What follows belongs to an exercise in optimizing a design on an open flow for small area and a short achievable clock period; a production flow would make more cautious choices. At most, simulation tests tie the RTL to the original design; equivalence was not proved. The RTL of run 1 was laid out without a check of its function. Power figures rest on the tool's default switching activity, not on a simulated workload.

==> flow/design.v, too long to show whole: its modules and the start of the top module <==
// module pfx_nnp: 4 lines
// module pfx_nnp_g: 3 lines
// module pfx_npp_g: 3 lines
// module pfx_pnn_g: 3 lines
// module pfx_ppn: 4 lines
// module pfx_ppn_g: 3 lines
// module cpa: 252 lines
// module fa_m: 4 lines
// module ha_m: 4 lines
// module adder_1: 234 lines
module adder_1 #(parameter DSIZE = 64)
            (
                in_a,
                in_b,
                in_c,
                in_d,
                sum,
                clk,
                rst_n
            );
  // ...
==> flow/flow/run.sh <==
#!/bin/bash
export BUFFER_PORTS_ARGS="-buffer_cell sky130_fd_sc_hd__buf_1"
bash standard.sh ABC_LOAD_IN_FF=3 finish > standard.log 2>&1
==> flow/standard.sh <==
#!/bin/bash
# synth_recipe.tcl (not shown) runs the flow's synth.tcl, then flattens the netlist and writes it again
# the make line also repeats each setting of config.mk as NAME=value (left out here)
make -C /OpenROAD-flow-scripts/flow DESIGN_CONFIG=/design/flow/config.mk WORK_HOME=/design/flow/orfs CLKGATE_MAP_FILE= SYNTH_SCRIPT=/design/flow/synth_recipe.tcl "${@:-finish}"
==> flow/config.mk <==
export PLATFORM = sky130hd
export DESIGN_NAME = adder_1
export DESIGN_NICKNAME = adder_1
export VERILOG_FILES = /design/flow/design.v
export SDC_FILE = /design/flow/constraint.sdc
export NUM_CORES = 4
export LEC_CHECK = 0
export CAP_MARGIN = 20
export CORE_MARGIN = 2
export CORE_UTILIZATION = 40
export CTS_BUF_LIST = sky130_fd_sc_hd__clkbuf_4 sky130_fd_sc_hd__clkbuf_8
export PLACE_DENSITY = 0.5
export SETUP_SLACK_MARGIN = 2.0
export SLEW_MARGIN = 20
export SYNTH_HIERARCHICAL = 1
export SYNTH_MINIMUM_KEEP_SIZE = 0
==> flow/constraint.sdc <==
create_clock -name core_clock -period 4.0 [get_ports {clk}]
set_input_delay 0.8000 -clock core_clock [delete_from_list [all_inputs] [get_ports {clk}]]
set_output_delay 0.8000 -clock core_clock [all_outputs]
set_load 0.01 [all_outputs]
==> flow_metrics.tcl, run 1 <==
set metrics [dict create \
    finalWirelength_um 23300 \
    synth-simple-area-share 0.0459 \
    postLayoutCoreUtil 0.510 \
    netlist-cell-type-count 13 \
    crit_buf_inv 0 \
    drc_errors 0 \
    layout_commonest_cell "buf_1" \
    synth.most_common_cell "dfrtp_1" \
    final_cell_area_um2 12800 \
    synth_seq_cells 190 \
    buffer_ports.inserted 321 \
    comb_power_share 0.415 \
    post_cts_resize_count 34 \
    nNetsFinal 1573 \
    timing.final.max_slew_violations 0 \
    multi_input_area_share 0.453 \
    cts_hold_buffers 0 \
    finClkSkew_ns 0.0150 \
    result_of_the_run "complete, no violations" \
    p_sw_frac 0.397 \
    largest_class "multi-input gates" \
    final_period_minus_worst_setup_slack_ns 1.93 \
    placementRows 58 \
    use_met1 0.245 \
    final_critical_path_setup_slack_ns 2.07 \
    layout_fillers 2343 \
    mappedNetlistArea_um2 10100 \
    critical_path_peak_fanout 3 \
    power_frac_clock 0.172 \
    commonest_cells_after_routing_fill_and_taps_aside "320 x buf_1, 189 x dfrtp_1, 124 x fa_1" \
    comb.multi_input.count 563 \
]
==> module adder_1, before the edit <==
module adder_1 #(parameter DSIZE = 64)
            (
                in_a,
                in_b,
                in_c,
                in_d,
                sum,
                clk,
                rst_n
            );
input   [DSIZE-1:0]     in_a;
input   [DSIZE-1:0]     in_b;
input   [DSIZE-1:0]     in_c;
input   [DSIZE-1:0]     in_d;
output  [DSIZE-1:0]     sum ;
input                   clk;
input                   rst_n;
wire   [DSIZE-1:0]      s1, s2, pv;
wire   [DSIZE-2:0]      c1, c2;
wire   [DSIZE-2:1]      gv;
fa_m u_fa1_0 (.a(in_a[0]), .b(in_b[0]), .c(in_c[0]), .s(s1[0]), .co(c1[0]));
fa_m u_fa1_1 (.a(in_a[1]), .b(in_b[1]), .c(in_c[1]), .s(s1[1]), .co(c1[1]));
fa_m u_fa1_2 (.a(in_a[2]), .b(in_b[2]), .c(in_c[2]), .s(s1[2]), .co(c1[2]));
fa_m u_fa1_3 (.a(in_a[3]), .b(in_b[3]), .c(in_c[3]), .s(s1[3]), .co(c1[3]));
fa_m u_fa1_4 (.a(in_a[4]), .b(in_b[4]), .c(in_c[4]), .s(s1[4]), .co(c1[4]));
fa_m u_fa1_5 (.a(in_a[5]), .b(in_b[5]), .c(in_c[5]), .s(s1[5]), .co(c1[5]));
fa_m u_fa1_6 (.a(in_a[6]), .b(in_b[6]), .c(in_c[6]), .s(s1[6]), .co(c1[6]));
fa_m u_fa1_7 (.a(in_a[7]), .b(in_b[7]), .c(in_c[7]), .s(s1[7]), .co(c1[7]));
fa_m u_fa1_8 (.a(in_a[8]), .b(in_b[8]), .c(in_c[8]), .s(s1[8]), .co(c1[8]));
fa_m u_fa1_9 (.a(in_a[9]), .b(in_b[9]), .c(in_c[9]), .s(s1[9]), .co(c1[9]));
fa_m u_fa1_10 (.a(in_a[10]), .b(in_b[10]), .c(in_c[10]), .s(s1[10]), .co(c1[10]));
fa_m u_fa1_11 (.a(in_a[11]), .b(in_b[11]), .c(in_c[11]), .s(s1[11]), .co(c1[11]));
fa_m u_fa1_12 (.a(in_a[12]), .b(in_b[12]), .c(in_c[12]), .s(s1[12]), .co(c1[12]));
fa_m u_fa1_13 (.a(in_a[13]), .b(in_b[13]), .c(in_c[13]), .s(s1[13]), .co(c1[13]));
fa_m u_fa1_14 (.a(in_a[14]), .b(in_b[14]), .c(in_c[14]), .s(s1[14]), .co(c1[14]));
fa_m u_fa1_15 (.a(in_a[15]), .b(in_b[15]), .c(in_c[15]), .s(s1[15]), .co(c1[15]));
fa_m u_fa1_16 (.a(in_a[16]), .b(in_b[16]), .c(in_c[16]), .s(s1[16]), .co(c1[16]));
fa_m u_fa1_17 (.a(in_a[17]), .b(in_b[17]), .c(in_c[17]), .s(s1[17]), .co(c1[17]));
fa_m u_fa1_18 (.a(in_a[18]), .b(in_b[18]), .c(in_c[18]), .s(s1[18]), .co(c1[18]));
fa_m u_fa1_19 (.a(in_a[19]), .b(in_b[19]), .c(in_c[19]), .s(s1[19]), .co(c1[19]));
fa_m u_fa1_20 (.a(in_a[20]), .b(in_b[20]), .c(in_c[20]), .s(s1[20]), .co(c1[20]));
fa_m u_fa1_21 (.a(in_a[21]), .b(in_b[21]), .c(in_c[21]), .s(s1[21]), .co(c1[21]));
fa_m u_fa1_22 (.a(in_a[22]), .b(in_b[22]), .c(in_c[22]), .s(s1[22]), .co(c1[22]));
fa_m u_fa1_23 (.a(in_a[23]), .b(in_b[23]), .c(in_c[23]), .s(s1[23]), .co(c1[23]));
fa_m u_fa1_24 (.a(in_a[24]), .b(in_b[24]), .c(in_c[24]), .s(s1[24]), .co(c1[24]));
fa_m u_fa1_25 (.a(in_a[25]), .b(in_b[25]), .c(in_c[25]), .s(s1[25]), .co(c1[25]));
fa_m u_fa1_26 (.a(in_a[26]), .b(in_b[26]), .c(in_c[26]), .s(s1[26]), .co(c1[26]));
fa_m u_fa1_27 (.a(in_a[27]), .b(in_b[27]), .c(in_c[27]), .s(s1[27]), .co(c1[27]));
fa_m u_fa1_28 (.a(in_a[28]), .b(in_b[28]), .c(in_c[28]), .s(s1[28]), .co(c1[28]));
fa_m u_fa1_29 (.a(in_a[29]), .b(in_b[29]), .c(in_c[29]), .s(s1[29]), .co(c1[29]));
fa_m u_fa1_30 (.a(in_a[30]), .b(in_b[30]), .c(in_c[30]), .s(s1[30]), .co(c1[30]));
fa_m u_fa1_31 (.a(in_a[31]), .b(in_b[31]), .c(in_c[31]), .s(s1[31]), .co(c1[31]));
fa_m u_fa1_32 (.a(in_a[32]), .b(in_b[32]), .c(in_c[32]), .s(s1[32]), .co(c1[32]));
fa_m u_fa1_33 (.a(in_a[33]), .b(in_b[33]), .c(in_c[33]), .s(s1[33]), .co(c1[33]));
fa_m u_fa1_34 (.a(in_a[34]), .b(in_b[34]), .c(in_c[34]), .s(s1[34]), .co(c1[34]));
fa_m u_fa1_35 (.a(in_a[35]), .b(in_b[35]), .c(in_c[35]), .s(s1[35]), .co(c1[35]));
fa_m u_fa1_36 (.a(in_a[36]), .b(in_b[36]), .c(in_c[36]), .s(s1[36]), .co(c1[36]));
fa_m u_fa1_37 (.a(in_a[37]), .b(in_b[37]), .c(in_c[37]), .s(s1[37]), .co(c1[37]));
fa_m u_fa1_38 (.a(in_a[38]), .b(in_b[38]), .c(in_c[38]), .s(s1[38]), .co(c1[38]));
fa_m u_fa1_39 (.a(in_a[39]), .b(in_b[39]), .c(in_c[39]), .s(s1[39]), .co(c1[39]));
fa_m u_fa1_40 (.a(in_a[40]), .b(in_b[40]), .c(in_c[40]), .s(s1[40]), .co(c1[40]));
fa_m u_fa1_41 (.a(in_a[41]), .b(in_b[41]), .c(in_c[41]), .s(s1[41]), .co(c1[41]));
fa_m u_fa1_42 (.a(in_a[42]), .b(in_b[42]), .c(in_c[42]), .s(s1[42]), .co(c1[42]));
fa_m u_fa1_43 (.a(in_a[43]), .b(in_b[43]), .c(in_c[43]), .s(s1[43]), .co(c1[43]));
fa_m u_fa1_44 (.a(in_a[44]), .b(in_b[44]), .c(in_c[44]), .s(s1[44]), .co(c1[44]));
fa_m u_fa1_45 (.a(in_a[45]), .b(in_b[45]), .c(in_c[45]), .s(s1[45]), .co(c1[45]));
fa_m u_fa1_46 (.a(in_a[46]), .b(in_b[46]), .c(in_c[46]), .s(s1[46]), .co(c1[46]));
fa_m u_fa1_47 (.a(in_a[47]), .b(in_b[47]), .c(in_c[47]), .s(s1[47]), .co(c1[47]));
fa_m u_fa1_48 (.a(in_a[48]), .b(in_b[48]), .c(in_c[48]), .s(s1[48]), .co(c1[48]));
fa_m u_fa1_49 (.a(in_a[49]), .b(in_b[49]), .c(in_c[49]), .s(s1[49]), .co(c1[49]));
fa_m u_fa1_50 (.a(in_a[50]), .b(in_b[50]), .c(in_c[50]), .s(s1[50]), .co(c1[50]));
fa_m u_fa1_51 (.a(in_a[51]), .b(in_b[51]), .c(in_c[51]), .s(s1[51]), .co(c1[51]));
fa_m u_fa1_52 (.a(in_a[52]), .b(in_b[52]), .c(in_c[52]), .s(s1[52]), .co(c1[52]));
fa_m u_fa1_53 (.a(in_a[53]), .b(in_b[53]), .c(in_c[53]), .s(s1[53]), .co(c1[53]));
fa_m u_fa1_54 (.a(in_a[54]), .b(in_b[54]), .c(in_c[54]), .s(s1[54]), .co(c1[54]));
fa_m u_fa1_55 (.a(in_a[55]), .b(in_b[55]), .c(in_c[55]), .s(s1[55]), .co(c1[55]));
fa_m u_fa1_56 (.a(in_a[56]), .b(in_b[56]), .c(in_c[56]), .s(s1[56]), .co(c1[56]));
fa_m u_fa1_57 (.a(in_a[57]), .b(in_b[57]), .c(in_c[57]), .s(s1[57]), .co(c1[57]));
fa_m u_fa1_58 (.a(in_a[58]), .b(in_b[58]), .c(in_c[58]), .s(s1[58]), .co(c1[58]));
fa_m u_fa1_59 (.a(in_a[59]), .b(in_b[59]), .c(in_c[59]), .s(s1[59]), .co(c1[59]));
fa_m u_fa1_60 (.a(in_a[60]), .b(in_b[60]), .c(in_c[60]), .s(s1[60]), .co(c1[60]));
fa_m u_fa1_61 (.a(in_a[61]), .b(in_b[61]), .c(in_c[61]), .s(s1[61]), .co(c1[61]));
fa_m u_fa1_62 (.a(in_a[62]), .b(in_b[62]), .c(in_c[62]), .s(s1[62]), .co(c1[62]));
assign s1[63] = in_a[63] ^ in_b[63] ^ in_c[63];
ha_m u_fa2_0 (.a(s1[0]), .b(in_d[0]), .s(s2[0]), .co(c2[0]));
fa_m u_fa2_1 (.a(s1[1]), .b(c1[0]), .c(in_d[1]), .s(s2[1]), .co(c2[1]));
fa_m u_fa2_2 (.a(s1[2]), .b(c1[1]), .c(in_d[2]), .s(s2[2]), .co(c2[2]));
fa_m u_fa2_3 (.a(s1[3]), .b(c1[2]), .c(in_d[3]), .s(s2[3]), .co(c2[3]));
fa_m u_fa2_4 (.a(s1[4]), .b(c1[3]), .c(in_d[4]), .s(s2[4]), .co(c2[4]));
fa_m u_fa2_5 (.a(s1[5]), .b(c1[4]), .c(in_d[5]), .s(s2[5]), .co(c2[5]));
fa_m u_fa2_6 (.a(s1[6]), .b(c1[5]), .c(in_d[6]), .s(s2[6]), .co(c2[6]));
fa_m u_fa2_7 (.a(s1[7]), .b(c1[6]), .c(in_d[7]), .s(s2[7]), .co(c2[7]));
fa_m u_fa2_8 (.a(s1[8]), .b(c1[7]), .c(in_d[8]), .s(s2[8]), .co(c2[8]));
fa_m u_fa2_9 (.a(s1[9]), .b(c1[8]), .c(in_d[9]), .s(s2[9]), .co(c2[9]));
fa_m u_fa2_10 (.a(s1[10]), .b(c1[9]), .c(in_d[10]), .s(s2[10]), .co(c2[10]));
fa_m u_fa2_11 (.a(s1[11]), .b(c1[10]), .c(in_d[11]), .s(s2[11]), .co(c2[11]));
fa_m u_fa2_12 (.a(s1[12]), .b(c1[11]), .c(in_d[12]), .s(s2[12]), .co(c2[12]));
fa_m u_fa2_13 (.a(s1[13]), .b(c1[12]), .c(in_d[13]), .s(s2[13]), .co(c2[13]));
fa_m u_fa2_14 (.a(s1[14]), .b(c1[13]), .c(in_d[14]), .s(s2[14]), .co(c2[14]));
fa_m u_fa2_15 (.a(s1[15]), .b(c1[14]), .c(in_d[15]), .s(s2[15]), .co(c2[15]));
fa_m u_fa2_16 (.a(s1[16]), .b(c1[15]), .c(in_d[16]), .s(s2[16]), .co(c2[16]));
fa_m u_fa2_17 (.a(s1[17]), .b(c1[16]), .c(in_d[17]), .s(s2[17]), .co(c2[17]));
fa_m u_fa2_18 (.a(s1[18]), .b(c1[17]), .c(in_d[18]), .s(s2[18]), .co(c2[18]));
fa_m u_fa2_19 (.a(s1[19]), .b(c1[18]), .c(in_d[19]), .s(s2[19]), .co(c2[19]));
fa_m u_fa2_20 (.a(s1[20]), .b(c1[19]), .c(in_d[20]), .s(s2[20]), .co(c2[20]));
fa_m u_fa2_21 (.a(s1[21]), .b(c1[20]), .c(in_d[21]), .s(s2[21]), .co(c2[21]));
fa_m u_fa2_22 (.a(s1[22]), .b(c1[21]), .c(in_d[22]), .s(s2[22]), .co(c2[22]));
fa_m u_fa2_23 (.a(s1[23]), .b(c1[22]), .c(in_d[23]), .s(s2[23]), .co(c2[23]));
fa_m u_fa2_24 (.a(s1[24]), .b(c1[23]), .c(in_d[24]), .s(s2[24]), .co(c2[24]));
fa_m u_fa2_25 (.a(s1[25]), .b(c1[24]), .c(in_d[25]), .s(s2[25]), .co(c2[25]));
fa_m u_fa2_26 (.a(s1[26]), .b(c1[25]), .c(in_d[26]), .s(s2[26]), .co(c2[26]));
fa_m u_fa2_27 (.a(s1[27]), .b(c1[26]), .c(in_d[27]), .s(s2[27]), .co(c2[27]));
fa_m u_fa2_28 (.a(s1[28]), .b(c1[27]), .c(in_d[28]), .s(s2[28]), .co(c2[28]));
fa_m u_fa2_29 (.a(s1[29]), .b(c1[28]), .c(in_d[29]), .s(s2[29]), .co(c2[29]));
fa_m u_fa2_30 (.a(s1[30]), .b(c1[29]), .c(in_d[30]), .s(s2[30]), .co(c2[30]));
fa_m u_fa2_31 (.a(s1[31]), .b(c1[30]), .c(in_d[31]), .s(s2[31]), .co(c2[31]));
fa_m u_fa2_32 (.a(s1[32]), .b(c1[31]), .c(in_d[32]), .s(s2[32]), .co(c2[32]));
fa_m u_fa2_33 (.a(s1[33]), .b(c1[32]), .c(in_d[33]), .s(s2[33]), .co(c2[33]));
fa_m u_fa2_34 (.a(s1[34]), .b(c1[33]), .c(in_d[34]), .s(s2[34]), .co(c2[34]));
fa_m u_fa2_35 (.a(s1[35]), .b(c1[34]), .c(in_d[35]), .s(s2[35]), .co(c2[35]));
fa_m u_fa2_36 (.a(s1[36]), .b(c1[35]), .c(in_d[36]), .s(s2[36]), .co(c2[36]));
fa_m u_fa2_37 (.a(s1[37]), .b(c1[36]), .c(in_d[37]), .s(s2[37]), .co(c2[37]));
fa_m u_fa2_38 (.a(s1[38]), .b(c1[37]), .c(in_d[38]), .s(s2[38]), .co(c2[38]));
fa_m u_fa2_39 (.a(s1[39]), .b(c1[38]), .c(in_d[39]), .s(s2[39]), .co(c2[39]));
fa_m u_fa2_40 (.a(s1[40]), .b(c1[39]), .c(in_d[40]), .s(s2[40]), .co(c2[40]));
fa_m u_fa2_41 (.a(s1[41]), .b(c1[40]), .c(in_d[41]), .s(s2[41]), .co(c2[41]));
fa_m u_fa2_42 (.a(s1[42]), .b(c1[41]), .c(in_d[42]), .s(s2[42]), .co(c2[42]));
fa_m u_fa2_43 (.a(s1[43]), .b(c1[42]), .c(in_d[43]), .s(s2[43]), .co(c2[43]));
fa_m u_fa2_44 (.a(s1[44]), .b(c1[43]), .c(in_d[44]), .s(s2[44]), .co(c2[44]));
fa_m u_fa2_45 (.a(s1[45]), .b(c1[44]), .c(in_d[45]), .s(s2[45]), .co(c2[45]));
fa_m u_fa2_46 (.a(s1[46]), .b(c1[45]), .c(in_d[46]), .s(s2[46]), .co(c2[46]));
fa_m u_fa2_47 (.a(s1[47]), .b(c1[46]), .c(in_d[47]), .s(s2[47]), .co(c2[47]));
fa_m u_fa2_48 (.a(s1[48]), .b(c1[47]), .c(in_d[48]), .s(s2[48]), .co(c2[48]));
fa_m u_fa2_49 (.a(s1[49]), .b(c1[48]), .c(in_d[49]), .s(s2[49]), .co(c2[49]));
fa_m u_fa2_50 (.a(s1[50]), .b(c1[49]), .c(in_d[50]), .s(s2[50]), .co(c2[50]));
fa_m u_fa2_51 (.a(s1[51]), .b(c1[50]), .c(in_d[51]), .s(s2[51]), .co(c2[51]));
fa_m u_fa2_52 (.a(s1[52]), .b(c1[51]), .c(in_d[52]), .s(s2[52]), .co(c2[52]));
fa_m u_fa2_53 (.a(s1[53]), .b(c1[52]), .c(in_d[53]), .s(s2[53]), .co(c2[53]));
fa_m u_fa2_54 (.a(s1[54]), .b(c1[53]), .c(in_d[54]), .s(s2[54]), .co(c2[54]));
fa_m u_fa2_55 (.a(s1[55]), .b(c1[54]), .c(in_d[55]), .s(s2[55]), .co(c2[55]));
fa_m u_fa2_56 (.a(s1[56]), .b(c1[55]), .c(in_d[56]), .s(s2[56]), .co(c2[56]));
fa_m u_fa2_57 (.a(s1[57]), .b(c1[56]), .c(in_d[57]), .s(s2[57]), .co(c2[57]));
fa_m u_fa2_58 (.a(s1[58]), .b(c1[57]), .c(in_d[58]), .s(s2[58]), .co(c2[58]));
fa_m u_fa2_59 (.a(s1[59]), .b(c1[58]), .c(in_d[59]), .s(s2[59]), .co(c2[59]));
fa_m u_fa2_60 (.a(s1[60]), .b(c1[59]), .c(in_d[60]), .s(s2[60]), .co(c2[60]));
fa_m u_fa2_61 (.a(s1[61]), .b(c1[60]), .c(in_d[61]), .s(s2[61]), .co(c2[61]));
fa_m u_fa2_62 (.a(s1[62]), .b(c1[61]), .c(in_d[62]), .s(s2[62]), .co(c2[62]));
assign s2[63] = s1[63] ^ c1[62] ^ in_d[63];
assign pv[0] = s2[0];
ha_m u_ha3_1 (.a(s2[1]), .b(c2[0]), .s(pv[1]), .co(gv[1]));
ha_m u_ha3_2 (.a(s2[2]), .b(c2[1]), .s(pv[2]), .co(gv[2]));
ha_m u_ha3_3 (.a(s2[3]), .b(c2[2]), .s(pv[3]), .co(gv[3]));
ha_m u_ha3_4 (.a(s2[4]), .b(c2[3]), .s(pv[4]), .co(gv[4]));
ha_m u_ha3_5 (.a(s2[5]), .b(c2[4]), .s(pv[5]), .co(gv[5]));
ha_m u_ha3_6 (.a(s2[6]), .b(c2[5]), .s(pv[6]), .co(gv[6]));
ha_m u_ha3_7 (.a(s2[7]), .b(c2[6]), .s(pv[7]), .co(gv[7]));
ha_m u_ha3_8 (.a(s2[8]), .b(c2[7]), .s(pv[8]), .co(gv[8]));
ha_m u_ha3_9 (.a(s2[9]), .b(c2[8]), .s(pv[9]), .co(gv[9]));
ha_m u_ha3_10 (.a(s2[10]), .b(c2[9]), .s(pv[10]), .co(gv[10]));
ha_m u_ha3_11 (.a(s2[11]), .b(c2[10]), .s(pv[11]), .co(gv[11]));
ha_m u_ha3_12 (.a(s2[12]), .b(c2[11]), .s(pv[12]), .co(gv[12]));
ha_m u_ha3_13 (.a(s2[13]), .b(c2[12]), .s(pv[13]), .co(gv[13]));
ha_m u_ha3_14 (.a(s2[14]), .b(c2[13]), .s(pv[14]), .co(gv[14]));
ha_m u_ha3_15 (.a(s2[15]), .b(c2[14]), .s(pv[15]), .co(gv[15]));
ha_m u_ha3_16 (.a(s2[16]), .b(c2[15]), .s(pv[16]), .co(gv[16]));
ha_m u_ha3_17 (.a(s2[17]), .b(c2[16]), .s(pv[17]), .co(gv[17]));
ha_m u_ha3_18 (.a(s2[18]), .b(c2[17]), .s(pv[18]), .co(gv[18]));
ha_m u_ha3_19 (.a(s2[19]), .b(c2[18]), .s(pv[19]), .co(gv[19]));
ha_m u_ha3_20 (.a(s2[20]), .b(c2[19]), .s(pv[20]), .co(gv[20]));
ha_m u_ha3_21 (.a(s2[21]), .b(c2[20]), .s(pv[21]), .co(gv[21]));
ha_m u_ha3_22 (.a(s2[22]), .b(c2[21]), .s(pv[22]), .co(gv[22]));
ha_m u_ha3_23 (.a(s2[23]), .b(c2[22]), .s(pv[23]), .co(gv[23]));
ha_m u_ha3_24 (.a(s2[24]), .b(c2[23]), .s(pv[24]), .co(gv[24]));
ha_m u_ha3_25 (.a(s2[25]), .b(c2[24]), .s(pv[25]), .co(gv[25]));
ha_m u_ha3_26 (.a(s2[26]), .b(c2[25]), .s(pv[26]), .co(gv[26]));
ha_m u_ha3_27 (.a(s2[27]), .b(c2[26]), .s(pv[27]), .co(gv[27]));
ha_m u_ha3_28 (.a(s2[28]), .b(c2[27]), .s(pv[28]), .co(gv[28]));
ha_m u_ha3_29 (.a(s2[29]), .b(c2[28]), .s(pv[29]), .co(gv[29]));
ha_m u_ha3_30 (.a(s2[30]), .b(c2[29]), .s(pv[30]), .co(gv[30]));
ha_m u_ha3_31 (.a(s2[31]), .b(c2[30]), .s(pv[31]), .co(gv[31]));
ha_m u_ha3_32 (.a(s2[32]), .b(c2[31]), .s(pv[32]), .co(gv[32]));
ha_m u_ha3_33 (.a(s2[33]), .b(c2[32]), .s(pv[33]), .co(gv[33]));
ha_m u_ha3_34 (.a(s2[34]), .b(c2[33]), .s(pv[34]), .co(gv[34]));
ha_m u_ha3_35 (.a(s2[35]), .b(c2[34]), .s(pv[35]), .co(gv[35]));
ha_m u_ha3_36 (.a(s2[36]), .b(c2[35]), .s(pv[36]), .co(gv[36]));
ha_m u_ha3_37 (.a(s2[37]), .b(c2[36]), .s(pv[37]), .co(gv[37]));
ha_m u_ha3_38 (.a(s2[38]), .b(c2[37]), .s(pv[38]), .co(gv[38]));
ha_m u_ha3_39 (.a(s2[39]), .b(c2[38]), .s(pv[39]), .co(gv[39]));
ha_m u_ha3_40 (.a(s2[40]), .b(c2[39]), .s(pv[40]), .co(gv[40]));
ha_m u_ha3_41 (.a(s2[41]), .b(c2[40]), .s(pv[41]), .co(gv[41]));
ha_m u_ha3_42 (.a(s2[42]), .b(c2[41]), .s(pv[42]), .co(gv[42]));
ha_m u_ha3_43 (.a(s2[43]), .b(c2[42]), .s(pv[43]), .co(gv[43]));
ha_m u_ha3_44 (.a(s2[44]), .b(c2[43]), .s(pv[44]), .co(gv[44]));
ha_m u_ha3_45 (.a(s2[45]), .b(c2[44]), .s(pv[45]), .co(gv[45]));
ha_m u_ha3_46 (.a(s2[46]), .b(c2[45]), .s(pv[46]), .co(gv[46]));
ha_m u_ha3_47 (.a(s2[47]), .b(c2[46]), .s(pv[47]), .co(gv[47]));
ha_m u_ha3_48 (.a(s2[48]), .b(c2[47]), .s(pv[48]), .co(gv[48]));
ha_m u_ha3_49 (.a(s2[49]), .b(c2[48]), .s(pv[49]), .co(gv[49]));
ha_m u_ha3_50 (.a(s2[50]), .b(c2[49]), .s(pv[50]), .co(gv[50]));
ha_m u_ha3_51 (.a(s2[51]), .b(c2[50]), .s(pv[51]), .co(gv[51]));
ha_m u_ha3_52 (.a(s2[52]), .b(c2[51]), .s(pv[52]), .co(gv[52]));
ha_m u_ha3_53 (.a(s2[53]), .b(c2[52]), .s(pv[53]), .co(gv[53]));
ha_m u_ha3_54 (.a(s2[54]), .b(c2[53]), .s(pv[54]), .co(gv[54]));
ha_m u_ha3_55 (.a(s2[55]), .b(c2[54]), .s(pv[55]), .co(gv[55]));
ha_m u_ha3_56 (.a(s2[56]), .b(c2[55]), .s(pv[56]), .co(gv[56]));
ha_m u_ha3_57 (.a(s2[57]), .b(c2[56]), .s(pv[57]), .co(gv[57]));
ha_m u_ha3_58 (.a(s2[58]), .b(c2[57]), .s(pv[58]), .co(gv[58]));
ha_m u_ha3_59 (.a(s2[59]), .b(c2[58]), .s(pv[59]), .co(gv[59]));
ha_m u_ha3_60 (.a(s2[60]), .b(c2[59]), .s(pv[60]), .co(gv[60]));
ha_m u_ha3_61 (.a(s2[61]), .b(c2[60]), .s(pv[61]), .co(gv[61]));
ha_m u_ha3_62 (.a(s2[62]), .b(c2[61]), .s(pv[62]), .co(gv[62]));
assign pv[63] = s2[63] ^ c2[62];
reg    [DSIZE-1:0]      pv_l;
reg    [DSIZE-2:1]      gv_l;
reg    [DSIZE-1:0]      sum_l;
wire   [DSIZE-1:0]      sum_n;
cpa u_cpa (.p(pv_l), .g(gv_l), .s(sum_n));
always @(posedge clk or negedge rst_n)
begin
    if(~rst_n)
    begin
        pv_l    <= 0;
        gv_l    <= 0;
        sum_l   <= 0;
    end
    else
    begin
        pv_l    <= pv;
        gv_l    <= gv;
        sum_l   <= sum_n;
    end
end
assign sum = sum_l;
endmodule
==> run 2: changes to the inputs <==
--- a/flow/design.v
+++ b/flow/design.v
@@ -296,5 +296,6 @@
 input                   clk;
 input                   rst_n;
-wire   [DSIZE-1:0]      s1, s2, pv;
+wire   [DSIZE-2:0]      s1, s2;
+wire   [DSIZE-1:0]      pv;
 wire   [DSIZE-2:0]      c1, c2;
 wire   [DSIZE-2:1]      gv;
@@ -362,133 +363,131 @@
 fa_m u_fa1_61 (.a(in_a[61]), .b(in_b[61]), .c(in_c[61]), .s(s1[61]), .co(c1[61]));
 fa_m u_fa1_62 (.a(in_a[62]), .b(in_b[62]), .c(in_c[62]), .s(s1[62]), .co(c1[62]));
-assign s1[63] = in_a[63] ^ in_b[63] ^ in_c[63];
 ha_m u_fa2_0 (.a(s1[0]), .b(in_d[0]), .s(s2[0]), .co(c2[0]));
-fa_m u_fa2_1 (.a(s1[1]), .b(c1[0]), .c(in_d[1]), .s(s2[1]), .co(c2[1]));
-fa_m u_fa2_2 (.a(s1[2]), .b(c1[1]), .c(in_d[2]), .s(s2[2]), .co(c2[2]));
-fa_m u_fa2_3 (.a(s1[3]), .b(c1[2]), .c(in_d[3]), .s(s2[3]), .co(c2[3]));
-fa_m u_fa2_4 (.a(s1[4]), .b(c1[3]), .c(in_d[4]), .s(s2[4]), .co(c2[4]));
-fa_m u_fa2_5 (.a(s1[5]), .b(c1[4]), .c(in_d[5]), .s(s2[5]), .co(c2[5]));
-fa_m u_fa2_6 (.a(s1[6]), .b(c1[5]), .c(in_d[6]), .s(s2[6]), .co(c2[6]));
-fa_m u_fa2_7 (.a(s1[7]), .b(c1[6]), .c(in_d[7]), .s(s2[7]), .co(c2[7]));
-fa_m u_fa2_8 (.a(s1[8]), .b(c1[7]), .c(in_d[8]), .s(s2[8]), .co(c2[8]));
-fa_m u_fa2_9 (.a(s1[9]), .b(c1[8]), .c(in_d[9]), .s(s2[9]), .co(c2[9]));
-fa_m u_fa2_10 (.a(s1[10]), .b(c1[9]), .c(in_d[10]), .s(s2[10]), .co(c2[10]));
-fa_m u_fa2_11 (.a(s1[11]), .b(c1[10]), .c(in_d[11]), .s(s2[11]), .co(c2[11]));
-fa_m u_fa2_12 (.a(s1[12]), .b(c1[11]), .c(in_d[12]), .s(s2[12]), .co(c2[12]));
-fa_m u_fa2_13 (.a(s1[13]), .b(c1[12]), .c(in_d[13]), .s(s2[13]), .co(c2[13]));
-fa_m u_fa2_14 (.a(s1[14]), .b(c1[13]), .c(in_d[14]), .s(s2[14]), .co(c2[14]));
-fa_m u_fa2_15 (.a(s1[15]), .b(c1[14]), .c(in_d[15]), .s(s2[15]), .co(c2[15]));
-fa_m u_fa2_16 (.a(s1[16]), .b(c1[15]), .c(in_d[16]), .s(s2[16]), .co(c2[16]));
-fa_m u_fa2_17 (.a(s1[17]), .b(c1[16]), .c(in_d[17]), .s(s2[17]), .co(c2[17]));
-fa_m u_fa2_18 (.a(s1[18]), .b(c1[17]), .c(in_d[18]), .s(s2[18]), .co(c2[18]));
-fa_m u_fa2_19 (.a(s1[19]), .b(c1[18]), .c(in_d[19]), .s(s2[19]), .co(c2[19]));
-fa_m u_fa2_20 (.a(s1[20]), .b(c1[19]), .c(in_d[20]), .s(s2[20]), .co(c2[20]));
-fa_m u_fa2_21 (.a(s1[21]), .b(c1[20]), .c(in_d[21]), .s(s2[21]), .co(c2[21]));
-fa_m u_fa2_22 (.a(s1[22]), .b(c1[21]), .c(in_d[22]), .s(s2[22]), .co(c2[22]));
-fa_m u_fa2_23 (.a(s1[23]), .b(c1[22]), .c(in_d[23]), .s(s2[23]), .co(c2[23]));
-fa_m u_fa2_24 (.a(s1[24]), .b(c1[23]), .c(in_d[24]), .s(s2[24]), .co(c2[24]));
-fa_m u_fa2_25 (.a(s1[25]), .b(c1[24]), .c(in_d[25]), .s(s2[25]), .co(c2[25]));
-fa_m u_fa2_26 (.a(s1[26]), .b(c1[25]), .c(in_d[26]), .s(s2[26]), .co(c2[26]));
-fa_m u_fa2_27 (.a(s1[27]), .b(c1[26]), .c(in_d[27]), .s(s2[27]), .co(c2[27]));
-fa_m u_fa2_28 (.a(s1[28]), .b(c1[27]), .c(in_d[28]), .s(s2[28]), .co(c2[28]));
-fa_m u_fa2_29 (.a(s1[29]), .b(c1[28]), .c(in_d[29]), .s(s2[29]), .co(c2[29]));
-fa_m u_fa2_30 (.a(s1[30]), .b(c1[29]), .c(in_d[30]), .s(s2[30]), .co(c2[30]));
-fa_m u_fa2_31 (.a(s1[31]), .b(c1[30]), .c(in_d[31]), .s(s2[31]), .co(c2[31]));
-fa_m u_fa2_32 (.a(s1[32]), .b(c1[31]), .c(in_d[32]), .s(s2[32]), .co(c2[32]));
-fa_m u_fa2_33 (.a(s1[33]), .b(c1[32]), .c(in_d[33]), .s(s2[33]), .co(c2[33]));
-fa_m u_fa2_34 (.a(s1[34]), .b(c1[33]), .c(in_d[34]), .s(s2[34]), .co(c2[34]));
-fa_m u_fa2_35 (.a(s1[35]), .b(c1[34]), .c(in_d[35]), .s(s2[35]), .co(c2[35]));
-fa_m u_fa2_36 (.a(s1[36]), .b(c1[35]), .c(in_d[36]), .s(s2[36]), .co(c2[36]));
-fa_m u_fa2_37 (.a(s1[37]), .b(c1[36]), .c(in_d[37]), .s(s2[37]), .co(c2[37]));
-fa_m u_fa2_38 (.a(s1[38]), .b(c1[37]), .c(in_d[38]), .s(s2[38]), .co(c2[38]));
-fa_m u_fa2_39 (.a(s1[39]), .b(c1[38]), .c(in_d[39]), .s(s2[39]), .co(c2[39]));
-fa_m u_fa2_40 (.a(s1[40]), .b(c1[39]), .c(in_d[40]), .s(s2[40]), .co(c2[40]));
-fa_m u_fa2_41 (.a(s1[41]), .b(c1[40]), .c(in_d[41]), .s(s2[41]), .co(c2[41]));
-fa_m u_fa2_42 (.a(s1[42]), .b(c1[41]), .c(in_d[42]), .s(s2[42]), .co(c2[42]));
-fa_m u_fa2_43 (.a(s1[43]), .b(c1[42]), .c(in_d[43]), .s(s2[43]), .co(c2[43]));
-fa_m u_fa2_44 (.a(s1[44]), .b(c1[43]), .c(in_d[44]), .s(s2[44]), .co(c2[44]));
-fa_m u_fa2_45 (.a(s1[45]), .b(c1[44]), .c(in_d[45]), .s(s2[45]), .co(c2[45]));
-fa_m u_fa2_46 (.a(s1[46]), .b(c1[45]), .c(in_d[46]), .s(s2[46]), .co(c2[46]));
-fa_m u_fa2_47 (.a(s1[47]), .b(c1[46]), .c(in_d[47]), .s(s2[47]), .co(c2[47]));
-fa_m u_fa2_48 (.a(s1[48]), .b(c1[47]), .c(in_d[48]), .s(s2[48]), .co(c2[48]));
-fa_m u_fa2_49 (.a(s1[49]), .b(c1[48]), .c(in_d[49]), .s(s2[49]), .co(c2[49]));
-fa_m u_fa2_50 (.a(s1[50]), .b(c1[49]), .c(in_d[50]), .s(s2[50]), .co(c2[50]));
-fa_m u_fa2_51 (.a(s1[51]), .b(c1[50]), .c(in_d[51]), .s(s2[51]), .co(c2[51]));
-fa_m u_fa2_52 (.a(s1[52]), .b(c1[51]), .c(in_d[52]), .s(s2[52]), .co(c2[52]));
-fa_m u_fa2_53 (.a(s1[53]), .b(c1[52]), .c(in_d[53]), .s(s2[53]), .co(c2[53]));
-fa_m u_fa2_54 (.a(s1[54]), .b(c1[53]), .c(in_d[54]), .s(s2[54]), .co(c2[54]));
-fa_m u_fa2_55 (.a(s1[55]), .b(c1[54]), .c(in_d[55]), .s(s2[55]), .co(c2[55]));
-fa_m u_fa2_56 (.a(s1[56]), .b(c1[55]), .c(in_d[56]), .s(s2[56]), .co(c2[56]));
-fa_m u_fa2_57 (.a(s1[57]), .b(c1[56]), .c(in_d[57]), .s(s2[57]), .co(c2[57]));
-fa_m u_fa2_58 (.a(s1[58]), .b(c1[57]), .c(in_d[58]), .s(s2[58]), .co(c2[58]));
-fa_m u_fa2_59 (.a(s1[59]), .b(c1[58]), .c(in_d[59]), .s(s2[59]), .co(c2[59]));
-fa_m u_fa2_60 (.a(s1[60]), .b(c1[59]), .c(in_d[60]), .s(s2[60]), .co(c2[60]));
-fa_m u_fa2_61 (.a(s1[61]), .b(c1[60]), .c(in_d[61]), .s(s2[61]), .co(c2[61]));
-fa_m u_fa2_62 (.a(s1[62]), .b(c1[61]), .c(in_d[62]), .s(s2[62]), .co(c2[62]));
-assign s2[63] = s1[63] ^ c1[62] ^ in_d[63];
+fa_m u_fa2_1 (.a(in_d[1]), .b(c1[0]), .c(s1[1]), .s(s2[1]), .co(c2[1]));
+fa_m u_fa2_2 (.a(in_d[2]), .b(c1[1]), .c(s1[2]), .s(s2[2]), .co(c2[2]));
+fa_m u_fa2_3 (.a(in_d[3]), .b(c1[2]), .c(s1[3]), .s(s2[3]), .co(c2[3]));
+fa_m u_fa2_4 (.a(in_d[4]), .b(c1[3]), .c(s1[4]), .s(s2[4]), .co(c2[4]));
+fa_m u_fa2_5 (.a(in_d[5]), .b(c1[4]), .c(s1[5]), .s(s2[5]), .co(c2[5]));
+fa_m u_fa2_6 (.a(in_d[6]), .b(c1[5]), .c(s1[6]), .s(s2[6]), .co(c2[6]));
+fa_m u_fa2_7 (.a(in_d[7]), .b(c1[6]), .c(s1[7]), .s(s2[7]), .co(c2[7]));
+fa_m u_fa2_8 (.a(in_d[8]), .b(c1[7]), .c(s1[8]), .s(s2[8]), .co(c2[8]));
+fa_m u_fa2_9 (.a(in_d[9]), .b(c1[8]), .c(s1[9]), .s(s2[9]), .co(c2[9]));
+fa_m u_fa2_10 (.a(in_d[10]), .b(c1[9]), .c(s1[10]), .s(s2[10]), .co(c2[10]));
+fa_m u_fa2_11 (.a(in_d[11]), .b(c1[10]), .c(s1[11]), .s(s2[11]), .co(c2[11]));
+fa_m u_fa2_12 (.a(in_d[12]), .b(c1[11]), .c(s1[12]), .s(s2[12]), .co(c2[12]));
+fa_m u_fa2_13 (.a(in_d[13]), .b(c1[12]), .c(s1[13]), .s(s2[13]), .co(c2[13]));
+fa_m u_fa2_14 (.a(in_d[14]), .b(c1[13]), .c(s1[14]), .s(s2[14]), .co(c2[14]));
+fa_m u_fa2_15 (.a(in_d[15]), .b(c1[14]), .c(s1[15]), .s(s2[15]), .co(c2[15]));
+fa_m u_fa2_16 (.a(in_d[16]), .b(c1[15]), .c(s1[16]), .s(s2[16]), .co(c2[16]));
+fa_m u_fa2_17 (.a(in_d[17]), .b(c1[16]), .c(s1[17]), .s(s2[17]), .co(c2[17]));
+fa_m u_fa2_18 (.a(in_d[18]), .b(c1[17]), .c(s1[18]), .s(s2[18]), .co(c2[18]));
+fa_m u_fa2_19 (.a(in_d[19]), .b(c1[18]), .c(s1[19]), .s(s2[19]), .co(c2[19]));
+fa_m u_fa2_20 (.a(in_d[20]), .b(c1[19]), .c(s1[20]), .s(s2[20]), .co(c2[20]));
+fa_m u_fa2_21 (.a(in_d[21]), .b(c1[20]), .c(s1[21]), .s(s2[21]), .co(c2[21]));
+fa_m u_fa2_22 (.a(in_d[22]), .b(c1[21]), .c(s1[22]), .s(s2[22]), .co(c2[22]));
+fa_m u_fa2_23 (.a(in_d[23]), .b(c1[22]), .c(s1[23]), .s(s2[23]), .co(c2[23]));
+fa_m u_fa2_24 (.a(in_d[24]), .b(c1[23]), .c(s1[24]), .s(s2[24]), .co(c2[24]));
+fa_m u_fa2_25 (.a(in_d[25]), .b(c1[24]), .c(s1[25]), .s(s2[25]), .co(c2[25]));
+fa_m u_fa2_26 (.a(in_d[26]), .b(c1[25]), .c(s1[26]), .s(s2[26]), .co(c2[26]));
+fa_m u_fa2_27 (.a(in_d[27]), .b(c1[26]), .c(s1[27]), .s(s2[27]), .co(c2[27]));
+fa_m u_fa2_28 (.a(in_d[28]), .b(c1[27]), .c(s1[28]), .s(s2[28]), .co(c2[28]));
+fa_m u_fa2_29 (.a(in_d[29]), .b(c1[28]), .c(s1[29]), .s(s2[29]), .co(c2[29]));
+fa_m u_fa2_30 (.a(in_d[30]), .b(c1[29]), .c(s1[30]), .s(s2[30]), .co(c2[30]));
+fa_m u_fa2_31 (.a(in_d[31]), .b(c1[30]), .c(s1[31]), .s(s2[31]), .co(c2[31]));
+fa_m u_fa2_32 (.a(in_d[32]), .b(c1[31]), .c(s1[32]), .s(s2[32]), .co(c2[32]));
+fa_m u_fa2_33 (.a(in_d[33]), .b(c1[32]), .c(s1[33]), .s(s2[33]), .co(c2[33]));
+fa_m u_fa2_34 (.a(in_d[34]), .b(c1[33]), .c(s1[34]), .s(s2[34]), .co(c2[34]));
+fa_m u_fa2_35 (.a(in_d[35]), .b(c1[34]), .c(s1[35]), .s(s2[35]), .co(c2[35]));
+fa_m u_fa2_36 (.a(in_d[36]), .b(c1[35]), .c(s1[36]), .s(s2[36]), .co(c2[36]));
+fa_m u_fa2_37 (.a(in_d[37]), .b(c1[36]), .c(s1[37]), .s(s2[37]), .co(c2[37]));
+fa_m u_fa2_38 (.a(in_d[38]), .b(c1[37]), .c(s1[38]), .s(s2[38]), .co(c2[38]));
+fa_m u_fa2_39 (.a(in_d[39]), .b(c1[38]), .c(s1[39]), .s(s2[39]), .co(c2[39]));
+fa_m u_fa2_40 (.a(in_d[40]), .b(c1[39]), .c(s1[40]), .s(s2[40]), .co(c2[40]));
+fa_m u_fa2_41 (.a(in_d[41]), .b(c1[40]), .c(s1[41]), .s(s2[41]), .co(c2[41]));
+fa_m u_fa2_42 (.a(in_d[42]), .b(c1[41]), .c(s1[42]), .s(s2[42]), .co(c2[42]));
+fa_m u_fa2_43 (.a(in_d[43]), .b(c1[42]), .c(s1[43]), .s(s2[43]), .co(c2[43]));
+fa_m u_fa2_44 (.a(in_d[44]), .b(c1[43]), .c(s1[44]), .s(s2[44]), .co(c2[44]));
+fa_m u_fa2_45 (.a(in_d[45]), .b(c1[44]), .c(s1[45]), .s(s2[45]), .co(c2[45]));
+fa_m u_fa2_46 (.a(in_d[46]), .b(c1[45]), .c(s1[46]), .s(s2[46]), .co(c2[46]));
+fa_m u_fa2_47 (.a(in_d[47]), .b(c1[46]), .c(s1[47]), .s(s2[47]), .co(c2[47]));
+fa_m u_fa2_48 (.a(in_d[48]), .b(c1[47]), .c(s1[48]), .s(s2[48]), .co(c2[48]));
+fa_m u_fa2_49 (.a(in_d[49]), .b(c1[48]), .c(s1[49]), .s(s2[49]), .co(c2[49]));
+fa_m u_fa2_50 (.a(in_d[50]), .b(c1[49]), .c(s1[50]), .s(s2[50]), .co(c2[50]));
+fa_m u_fa2_51 (.a(in_d[51]), .b(c1[50]), .c(s1[51]), .s(s2[51]), .co(c2[51]));
+fa_m u_fa2_52 (.a(in_d[52]), .b(c1[51]), .c(s1[52]), .s(s2[52]), .co(c2[52]));
+fa_m u_fa2_53 (.a(in_d[53]), .b(c1[52]), .c(s1[53]), .s(s2[53]), .co(c2[53]));
+fa_m u_fa2_54 (.a(in_d[54]), .b(c1[53]), .c(s1[54]), .s(s2[54]), .co(c2[54]));
+fa_m u_fa2_55 (.a(in_d[55]), .b(c1[54]), .c(s1[55]), .s(s2[55]), .co(c2[55]));
+fa_m u_fa2_56 (.a(in_d[56]), .b(c1[55]), .c(s1[56]), .s(s2[56]), .co(c2[56]));
+fa_m u_fa2_57 (.a(in_d[57]), .b(c1[56]), .c(s1[57]), .s(s2[57]), .co(c2[57]));
+fa_m u_fa2_58 (.a(in_d[58]), .b(c1[57]), .c(s1[58]), .s(s2[58]), .co(c2[58]));
+fa_m u_fa2_59 (.a(in_d[59]), .b(c1[58]), .c(s1[59]), .s(s2[59]), .co(c2[59]));
+fa_m u_fa2_60 (.a(in_d[60]), .b(c1[59]), .c(s1[60]), .s(s2[60]), .co(c2[60]));
+fa_m u_fa2_61 (.a(in_d[61]), .b(c1[60]), .c(s1[61]), .s(s2[61]), .co(c2[61]));
+fa_m u_fa2_62 (.a(in_d[62]), .b(c1[61]), .c(s1[62]), .s(s2[62]), .co(c2[62]));
 assign pv[0] = s2[0];
-ha_m u_ha3_1 (.a(s2[1]), .b(c2[0]), .s(pv[1]), .co(gv[1]));
-ha_m u_ha3_2 (.a(s2[2]), .b(c2[1]), .s(pv[2]), .co(gv[2]));
-ha_m u_ha3_3 (.a(s2[3]), .b(c2[2]), .s(pv[3]), .co(gv[3]));
-ha_m u_ha3_4 (.a(s2[4]), .b(c2[3]), .s(pv[4]), .co(gv[4]));
-ha_m u_ha3_5 (.a(s2[5]), .b(c2[4]), .s(pv[5]), .co(gv[5]));
-ha_m u_ha3_6 (.a(s2[6]), .b(c2[5]), .s(pv[6]), .co(gv[6]));
-ha_m u_ha3_7 (.a(s2[7]), .b(c2[6]), .s(pv[7]), .co(gv[7]));
-ha_m u_ha3_8 (.a(s2[8]), .b(c2[7]), .s(pv[8]), .co(gv[8]));
-ha_m u_ha3_9 (.a(s2[9]), .b(c2[8]), .s(pv[9]), .co(gv[9]));
-ha_m u_ha3_10 (.a(s2[10]), .b(c2[9]), .s(pv[10]), .co(gv[10]));
-ha_m u_ha3_11 (.a(s2[11]), .b(c2[10]), .s(pv[11]), .co(gv[11]));
-ha_m u_ha3_12 (.a(s2[12]), .b(c2[11]), .s(pv[12]), .co(gv[12]));
-ha_m u_ha3_13 (.a(s2[13]), .b(c2[12]), .s(pv[13]), .co(gv[13]));
-ha_m u_ha3_14 (.a(s2[14]), .b(c2[13]), .s(pv[14]), .co(gv[14]));
-ha_m u_ha3_15 (.a(s2[15]), .b(c2[14]), .s(pv[15]), .co(gv[15]));
-ha_m u_ha3_16 (.a(s2[16]), .b(c2[15]), .s(pv[16]), .co(gv[16]));
-ha_m u_ha3_17 (.a(s2[17]), .b(c2[16]), .s(pv[17]), .co(gv[17]));
-ha_m u_ha3_18 (.a(s2[18]), .b(c2[17]), .s(pv[18]), .co(gv[18]));
-ha_m u_ha3_19 (.a(s2[19]), .b(c2[18]), .s(pv[19]), .co(gv[19]));
-ha_m u_ha3_20 (.a(s2[20]), .b(c2[19]), .s(pv[20]), .co(gv[20]));
-ha_m u_ha3_21 (.a(s2[21]), .b(c2[20]), .s(pv[21]), .co(gv[21]));
-ha_m u_ha3_22 (.a(s2[22]), .b(c2[21]), .s(pv[22]), .co(gv[22]));
-ha_m u_ha3_23 (.a(s2[23]), .b(c2[22]), .s(pv[23]), .co(gv[23]));
-ha_m u_ha3_24 (.a(s2[24]), .b(c2[23]), .s(pv[24]), .co(gv[24]));
-ha_m u_ha3_25 (.a(s2[25]), .b(c2[24]), .s(pv[25]), .co(gv[25]));
-ha_m u_ha3_26 (.a(s2[26]), .b(c2[25]), .s(pv[26]), .co(gv[26]));
-ha_m u_ha3_27 (.a(s2[27]), .b(c2[26]), .s(pv[27]), .co(gv[27]));
-ha_m u_ha3_28 (.a(s2[28]), .b(c2[27]), .s(pv[28]), .co(gv[28]));
-ha_m u_ha3_29 (.a(s2[29]), .b(c2[28]), .s(pv[29]), .co(gv[29]));
-ha_m u_ha3_30 (.a(s2[30]), .b(c2[29]), .s(pv[30]), .co(gv[30]));
-ha_m u_ha3_31 (.a(s2[31]), .b(c2[30]), .s(pv[31]), .co(gv[31]));
-ha_m u_ha3_32 (.a(s2[32]), .b(c2[31]), .s(pv[32]), .co(gv[32]));
-ha_m u_ha3_33 (.a(s2[33]), .b(c2[32]), .s(pv[33]), .co(gv[33]));
-ha_m u_ha3_34 (.a(s2[34]), .b(c2[33]), .s(pv[34]), .co(gv[34]));
-ha_m u_ha3_35 (.a(s2[35]), .b(c2[34]), .s(pv[35]), .co(gv[35]));
-ha_m u_ha3_36 (.a(s2[36]), .b(c2[35]), .s(pv[36]), .co(gv[36]));
-ha_m u_ha3_37 (.a(s2[37]), .b(c2[36]), .s(pv[37]), .co(gv[37]));
-ha_m u_ha3_38 (.a(s2[38]), .b(c2[37]), .s(pv[38]), .co(gv[38]));
-ha_m u_ha3_39 (.a(s2[39]), .b(c2[38]), .s(pv[39]), .co(gv[39]));
-ha_m u_ha3_40 (.a(s2[40]), .b(c2[39]), .s(pv[40]), .co(gv[40]));
-ha_m u_ha3_41 (.a(s2[41]), .b(c2[40]), .s(pv[41]), .co(gv[41]));
-ha_m u_ha3_42 (.a(s2[42]), .b(c2[41]), .s(pv[42]), .co(gv[42]));
-ha_m u_ha3_43 (.a(s2[43]), .b(c2[42]), .s(pv[43]), .co(gv[43]));
-ha_m u_ha3_44 (.a(s2[44]), .b(c2[43]), .s(pv[44]), .co(gv[44]));
-ha_m u_ha3_45 (.a(s2[45]), .b(c2[44]), .s(pv[45]), .co(gv[45]));
-ha_m u_ha3_46 (.a(s2[46]), .b(c2[45]), .s(pv[46]), .co(gv[46]));
-ha_m u_ha3_47 (.a(s2[47]), .b(c2[46]), .s(pv[47]), .co(gv[47]));
-ha_m u_ha3_48 (.a(s2[48]), .b(c2[47]), .s(pv[48]), .co(gv[48]));
-ha_m u_ha3_49 (.a(s2[49]), .b(c2[48]), .s(pv[49]), .co(gv[49]));
-ha_m u_ha3_50 (.a(s2[50]), .b(c2[49]), .s(pv[50]), .co(gv[50]));
-ha_m u_ha3_51 (.a(s2[51]), .b(c2[50]), .s(pv[51]), .co(gv[51]));
-ha_m u_ha3_52 (.a(s2[52]), .b(c2[51]), .s(pv[52]), .co(gv[52]));
-ha_m u_ha3_53 (.a(s2[53]), .b(c2[52]), .s(pv[53]), .co(gv[53]));
-ha_m u_ha3_54 (.a(s2[54]), .b(c2[53]), .s(pv[54]), .co(gv[54]));
-ha_m u_ha3_55 (.a(s2[55]), .b(c2[54]), .s(pv[55]), .co(gv[55]));
-ha_m u_ha3_56 (.a(s2[56]), .b(c2[55]), .s(pv[56]), .co(gv[56]));
-ha_m u_ha3_57 (.a(s2[57]), .b(c2[56]), .s(pv[57]), .co(gv[57]));
-ha_m u_ha3_58 (.a(s2[58]), .b(c2[57]), .s(pv[58]), .co(gv[58]));
-ha_m u_ha3_59 (.a(s2[59]), .b(c2[58]), .s(pv[59]), .co(gv[59]));
-ha_m u_ha3_60 (.a(s2[60]), .b(c2[59]), .s(pv[60]), .co(gv[60]));
-ha_m u_ha3_61 (.a(s2[61]), .b(c2[60]), .s(pv[61]), .co(gv[61]));
-ha_m u_ha3_62 (.a(s2[62]), .b(c2[61]), .s(pv[62]), .co(gv[62]));
-assign pv[63] = s2[63] ^ c2[62];
+ha_m u_ha3_1 (.a(c2[0]), .b(s2[1]), .s(pv[1]), .co(gv[1]));
+ha_m u_ha3_2 (.a(c2[1]), .b(s2[2]), .s(pv[2]), .co(gv[2]));
+ha_m u_ha3_3 (.a(c2[2]), .b(s2[3]), .s(pv[3]), .co(gv[3]));
+ha_m u_ha3_4 (.a(c2[3]), .b(s2[4]), .s(pv[4]), .co(gv[4]));
+ha_m u_ha3_5 (.a(c2[4]), .b(s2[5]), .s(pv[5]), .co(gv[5]));
+ha_m u_ha3_6 (.a(c2[5]), .b(s2[6]), .s(pv[6]), .co(gv[6]));
+ha_m u_ha3_7 (.a(c2[6]), .b(s2[7]), .s(pv[7]), .co(gv[7]));
+ha_m u_ha3_8 (.a(c2[7]), .b(s2[8]), .s(pv[8]), .co(gv[8]));
+ha_m u_ha3_9 (.a(c2[8]), .b(s2[9]), .s(pv[9]), .co(gv[9]));
+ha_m u_ha3_10 (.a(c2[9]), .b(s2[10]), .s(pv[10]), .co(gv[10]));
+ha_m u_ha3_11 (.a(c2[10]), .b(s2[11]), .s(pv[11]), .co(gv[11]));
+ha_m u_ha3_12 (.a(c2[11]), .b(s2[12]), .s(pv[12]), .co(gv[12]));
+ha_m u_ha3_13 (.a(c2[12]), .b(s2[13]), .s(pv[13]), .co(gv[13]));
+ha_m u_ha3_14 (.a(c2[13]), .b(s2[14]), .s(pv[14]), .co(gv[14]));
+ha_m u_ha3_15 (.a(c2[14]), .b(s2[15]), .s(pv[15]), .co(gv[15]));
+ha_m u_ha3_16 (.a(c2[15]), .b(s2[16]), .s(pv[16]), .co(gv[16]));
+ha_m u_ha3_17 (.a(c2[16]), .b(s2[17]), .s(pv[17]), .co(gv[17]));
+ha_m u_ha3_18 (.a(c2[17]), .b(s2[18]), .s(pv[18]), .co(gv[18]));
+ha_m u_ha3_19 (.a(c2[18]), .b(s2[19]), .s(pv[19]), .co(gv[19]));
+ha_m u_ha3_20 (.a(c2[19]), .b(s2[20]), .s(pv[20]), .co(gv[20]));
+ha_m u_ha3_21 (.a(c2[20]), .b(s2[21]), .s(pv[21]), .co(gv[21]));
+ha_m u_ha3_22 (.a(c2[21]), .b(s2[22]), .s(pv[22]), .co(gv[22]));
+ha_m u_ha3_23 (.a(c2[22]), .b(s2[23]), .s(pv[23]), .co(gv[23]));
+ha_m u_ha3_24 (.a(c2[23]), .b(s2[24]), .s(pv[24]), .co(gv[24]));
+ha_m u_ha3_25 (.a(c2[24]), .b(s2[25]), .s(pv[25]), .co(gv[25]));
+ha_m u_ha3_26 (.a(c2[25]), .b(s2[26]), .s(pv[26]), .co(gv[26]));
+ha_m u_ha3_27 (.a(c2[26]), .b(s2[27]), .s(pv[27]), .co(gv[27]));
+ha_m u_ha3_28 (.a(c2[27]), .b(s2[28]), .s(pv[28]), .co(gv[28]));
+ha_m u_ha3_29 (.a(c2[28]), .b(s2[29]), .s(pv[29]), .co(gv[29]));
+ha_m u_ha3_30 (.a(c2[29]), .b(s2[30]), .s(pv[30]), .co(gv[30]));
+ha_m u_ha3_31 (.a(c2[30]), .b(s2[31]), .s(pv[31]), .co(gv[31]));
+ha_m u_ha3_32 (.a(c2[31]), .b(s2[32]), .s(pv[32]), .co(gv[32]));
+ha_m u_ha3_33 (.a(c2[32]), .b(s2[33]), .s(pv[33]), .co(gv[33]));
+ha_m u_ha3_34 (.a(c2[33]), .b(s2[34]), .s(pv[34]), .co(gv[34]));
+ha_m u_ha3_35 (.a(c2[34]), .b(s2[35]), .s(pv[35]), .co(gv[35]));
+ha_m u_ha3_36 (.a(c2[35]), .b(s2[36]), .s(pv[36]), .co(gv[36]));
+ha_m u_ha3_37 (.a(c2[36]), .b(s2[37]), .s(pv[37]), .co(gv[37]));
+ha_m u_ha3_38 (.a(c2[37]), .b(s2[38]), .s(pv[38]), .co(gv[38]));
+ha_m u_ha3_39 (.a(c2[38]), .b(s2[39]), .s(pv[39]), .co(gv[39]));
+ha_m u_ha3_40 (.a(c2[39]), .b(s2[40]), .s(pv[40]), .co(gv[40]));
+ha_m u_ha3_41 (.a(c2[40]), .b(s2[41]), .s(pv[41]), .co(gv[41]));
+ha_m u_ha3_42 (.a(c2[41]), .b(s2[42]), .s(pv[42]), .co(gv[42]));
+ha_m u_ha3_43 (.a(c2[42]), .b(s2[43]), .s(pv[43]), .co(gv[43]));
+ha_m u_ha3_44 (.a(c2[43]), .b(s2[44]), .s(pv[44]), .co(gv[44]));
+ha_m u_ha3_45 (.a(c2[44]), .b(s2[45]), .s(pv[45]), .co(gv[45]));
+ha_m u_ha3_46 (.a(c2[45]), .b(s2[46]), .s(pv[46]), .co(gv[46]));
+ha_m u_ha3_47 (.a(c2[46]), .b(s2[47]), .s(pv[47]), .co(gv[47]));
+ha_m u_ha3_48 (.a(c2[47]), .b(s2[48]), .s(pv[48]), .co(gv[48]));
+ha_m u_ha3_49 (.a(c2[48]), .b(s2[49]), .s(pv[49]), .co(gv[49]));
+ha_m u_ha3_50 (.a(c2[49]), .b(s2[50]), .s(pv[50]), .co(gv[50]));
+ha_m u_ha3_51 (.a(c2[50]), .b(s2[51]), .s(pv[51]), .co(gv[51]));
+ha_m u_ha3_52 (.a(c2[51]), .b(s2[52]), .s(pv[52]), .co(gv[52]));
+ha_m u_ha3_53 (.a(c2[52]), .b(s2[53]), .s(pv[53]), .co(gv[53]));
+ha_m u_ha3_54 (.a(c2[53]), .b(s2[54]), .s(pv[54]), .co(gv[54]));
+ha_m u_ha3_55 (.a(c2[54]), .b(s2[55]), .s(pv[55]), .co(gv[55]));
+ha_m u_ha3_56 (.a(c2[55]), .b(s2[56]), .s(pv[56]), .co(gv[56]));
+ha_m u_ha3_57 (.a(c2[56]), .b(s2[57]), .s(pv[57]), .co(gv[57]));
+ha_m u_ha3_58 (.a(c2[57]), .b(s2[58]), .s(pv[58]), .co(gv[58]));
+ha_m u_ha3_59 (.a(c2[58]), .b(s2[59]), .s(pv[59]), .co(gv[59]));
+ha_m u_ha3_60 (.a(c2[59]), .b(s2[60]), .s(pv[60]), .co(gv[60]));
+ha_m u_ha3_61 (.a(c2[60]), .b(s2[61]), .s(pv[61]), .co(gv[61]));
+ha_m u_ha3_62 (.a(c2[61]), .b(s2[62]), .s(pv[62]), .co(gv[62]));
+assign pv[63] = (in_a[63] ^ in_b[63] ^ in_c[63] ^ in_d[63]) ^ c1[62] ^ c2[62];
 reg    [DSIZE-1:0]      pv_l;
 reg    [DSIZE-2:1]      gv_l;
--- a/flow/config.mk
+++ b/flow/config.mk
@@ -10,6 +10,5 @@
 export CORE_UTILIZATION = 40
 export CTS_BUF_LIST = sky130_fd_sc_hd__clkbuf_4 sky130_fd_sc_hd__clkbuf_8
-export PLACE_DENSITY = 0.5
-export SETUP_SLACK_MARGIN = 2.0
+export SETUP_SLACK_MARGIN = 2.1
 export SLEW_MARGIN = 20
 export SYNTH_HIERARCHICAL = 1
==> flow_metrics.tcl, run 2 <==
set metrics [dict create \
    result_of_the_run "complete, no violations" \
    p_sw_frac 0.413 \
    timing.final.max_slew_violations 0 \
    hold_path_class "flip-flop to flip-flop" \
    commonest_cells_after_routing_fill_and_taps_aside "317 x buf_1, 187 x dfrtp_1, 125 x fa_1" \
    biggestRegsByFlops "pv_l (64), sum_l (64), gv_l (62)" \
    setup_repair_after_global_routing_missed_its_margin "true" \
    timing_worst_slew_pin_value_ns 1.13 \
    buffer_ports.inserted 321 \
    power_frac_clock 0.145 \
    final_critical_path_setup_slack_ns 2.09 \
    switchingPower_mw 3.29 \
    netlist-cell-type-count 13 \
    whs_path_depth 0 \
    drc_errors 0 \
    finalSetupTns_ns 0 \
    power.leakage_nw 5.14 \
    synthesis.instances 776 \
    power.density_nw_per_um2 597 \
    layout_fillers 2246 \
    cts_num_sinks 190 \
    post_route_cells_drive_above_1_share 0.255 \
    finalHoldViolCount 0 \
    share_seq_of_total_power 0.401 \
    syn-num-nets 1222 \
    globalRouteTotalUtil 0.188 \
    grt-ovfl-total 0 \
    crit_path_start_kind "input port" \
    cts.htree.levels 4 \
    timing.final.crit_share 0.477 \
    synth_seq_cells 190 \
    critPathSlowestCell "fa_1" \
    synth.area.top_cells "dfrtp_1 47%, fa_1 25%, ha_1 7.8%" \
    area.growth.synth_to_final_pct 31.7 \
    asyncSetResetFlopFracSynth 1.00 \
    synth-warning-count 7 \
    fin_hold_ws_ns 0.357 \
    placementRows 58 \
    final_period_minus_worst_setup_slack_ns 1.91 \
    end_kind "flip-flop" \
    mappedNetlistArea_um2 10100 \
    multiInputGateArea_um2 6260 \
    final-setup-viol-count 0 \
    critical_path.max_stage_delay_ns 0.56 \
    worstReg2RegEnd "sum_l[26]$_DFF_PN0_" \
    floorplan.die.height_um 163 \
    cell_internal_power_dissipation_mw 4.67 \
    path_common_cell "fa_1" \
    synth_flop_cell "dfrtp_1" \
    fmaxAchievable_mhz 524 \
    reg2reg_setup_slack_ns 2.12 \
    placement.setup.worst_slack_ns 1.41 \
    worstHoldEndpoint "sum_l[1]$_DFF_PN0_" \
    number_of_max_cap_violations 0 \
    ioPinCount 322 \
    timing.rr.start "pv_l[4]$_DFF_PN0_" \
    grt_pass1_vias 7543 \
    worst_skew_pair_latency_ns 0.46 \
    vias 7093 \
    synth_top_area_cell "dfrtp_1" \
    final-seq-area_um2 4760 \
    hold_path_startpoint "pv_l[1]$_DFF_PN0_" \
    dr.pass1.iters 4 \
    cts_hold_buffers 0 \
    worstPathRequired_ns 4.35 \
    clk_path_buf_depth 2 \
    wire_length_of_the_first_global_routing_pass_um 37700 \
    relSlewSlack 0.246 \
    gp_routability_congestion 0.862 \
    crit_type "input port to flip-flop" \
    critPathArrivalTime_ns 2.26 \
    tritoncts.num_buffers 17 \
    finClkSkew_ns 0.0179 \
    layout_commonest_cell "buf_1" \
    comb_power_share 0.454 \
    start_util 0.405 \
    worstPathCellList "buf_1 -> fa_1 -> fa_1 -> ha_2" \
    nNetsFinal 1593 \
    top_post_synthesis_cells_by_count "190 x dfrtp_1, 125 x fa_1, 113 x a21oi_1, 72 x nand2_1, 72 x o21ai_1" \
    detailed_place_hpwl_um 20300 \
    final_antenna_net_count 0 \
    die-area_um2 26600 \
    tritoncts "yes" \
    detailedRoute.firstIterationViolations 286 \
    critical_path_peak_fanout 1 \
    report.power.total_mw 7.96 \
    synth-edff-count 0 \
    finalWirelength_um 24600 \
    die_width_um 163 \
    cts-root-buf "clkbuf_8" \
    worst_r2r_path_depth 9 \
    synth.most_common_cell "dfrtp_1" \
    grt_max_degree 191 \
    syn_avg_cell_area_um2 13.1 \
    ys_seq_area_frac 0.469 \
    clk_transition_reported_paths_ns 0.09 \
    routed_via_density 4.76 \
    initial_antenna_violation_count 1 \
    portion_of_synthesized_cell_area_occupied_by_the_leading_cell_type 0.469 \
    wl_per_cell_um 16.5 \
    worst_ir_drop_vdd_v 0.000259 \
    core_area_um2 25000 \
]
run 2: per-layer routing:
metal  global-route usage  part of all wire  vias up
li1                     -                 -     3324
met1                0.243              0.41     3512
met2                0.322              0.51      246
met3               0.0549             0.080       11
met4               0.0290            0.0077        0
met5                    0                 0        -
run 2: worst max-delay path: cells and delay by family:
family | cells | cell delay [ns]
buffers and inverters | 1 | 0.09
adders and majority gates | 3 | 1.37
run 2: layout make-up:
type                       instances  area share
antenna                            1    0.000188
clock buffer                      17      0.0175
clock inverter                    14     0.00900
inverter                          21     0.00591
multi-input combinational        563       0.469
sequential                       190       0.357
tap                              330      0.0309
timing repair buffer             354       0.110
run 2: per-module statistics from Yosys (local to each module, per instance):
module	cells inside	cell area [µm²]
ha_m	1	12.5
pfx_ppn_g	1	5.00
pfx_pnn_g	2	8.76
pfx_nnp	2	8.76
adder_1	194	4810
fa_m	1	20.0
pfx_nnp_g	1	5.00
pfx_ppn	2	8.76
pfx_npp_g	2	8.76
cpa	64	558
run 2: logic make-up after synthesis:
family,share of synthesized area
DFF,0.469
xor gates and xnor gates,0.0592
AOI/OAI and AO/OA,0.0914
adders and majority gates,0.325
buffers and inverters,0.00926
and+or+nand+nor,0.0459
run 2: how the worst max path moves through the flow:
stage / startpoint / to / slack, ns / depth (start not counted)
floorplan: in_a[62] / pv_l[63]$_DFF_PN0_ / 1.85 / 4
global placement: gv_l[1]$_DFF_PN0_ / sum_l[58]$_DFF_PN0_ / 1.44 / 8
detailed placement: gv_l[1]$_DFF_PN0_ / sum_l[58]$_DFF_PN0_ / 1.41 / 8
CTS: pv_l[20]$_DFF_PN0_ / sum_l[58]$_DFF_PN0_ / 2.04 / 8
global route: pv_l[26]$_DFF_PN0_ / sum_l[60]$_DFF_PN0_ / 2.03 / 8
finish: in_a[32] / pv_l[33]$_DFF_PN0_ / 2.09 / 4
run 2: power by group through the flow:
stage / clock network [mW] / registers (mW) / logic [mW]
floorplan: 0 / 3.21 / 1.63
global placement: 0 / 3.12 / 2.87
detailed placement: 0 / 3.13 / 2.90
CTS: 1.19 / 3.12 / 3.20
global route: 1.28 / 3.28 / 4.02
finish: 1.16 / 3.19 / 3.62
run 2: through the flow:
step | utilization | cells | cell area, µm²
2_1_floorplan | - | 776 | 10300
3_3_place_gp | 0.476 | 1426 | 11900
3_5_place_dp | 0.476 | 1426 | 11900
4_1_cts | 0.505 | 1472 | 12700
5_1_grt | 0.533 | 1489 | 13300
6_report | 0.533 | 1490 | 13300
run 2: repair_timing:
action	4_1_cts	5_1_grt
pin swaps	7	34
gates resized for setup	63	150
endpoints found under the setup margin	47	39
setup buffers	15	17

-- what the ideal ports hide --
In the flow no input, the clock included, has a driving cell. The finished layouts below were timed again as built, in two steps.
Step 1: set_driving_cell puts a clkbuf_16 on clk and a buf_2 on each other input, an assumption about the parent block.
Step 2 moves the port delays by t, midway between the first and last clock arrival at a register: inputs arrive t later, outputs are due t later. That takes back most of the time a late clock gives input paths.
a / b / c = ideal ports / drivers / drivers and shift; a / b = the first two.
| run | shift t [ns] | setup slack, ns | worst setup path after step 2 | worst slew at a driven data input, ns |
|---|---|---|---|---|
| run 1 | 0.498 | 2.068 / 2.068 / 1.616 | input to register | 0.05 |
| run 2 | 0.501 | 2.090 / 2.116 / 1.615 | input to register | 0.07 |
After both steps setup and hold are still met in every run listed. For run 2, which loses most, drivers alone change the setup slack by +0.026 ns; drivers and shift together by -0.475 ns.
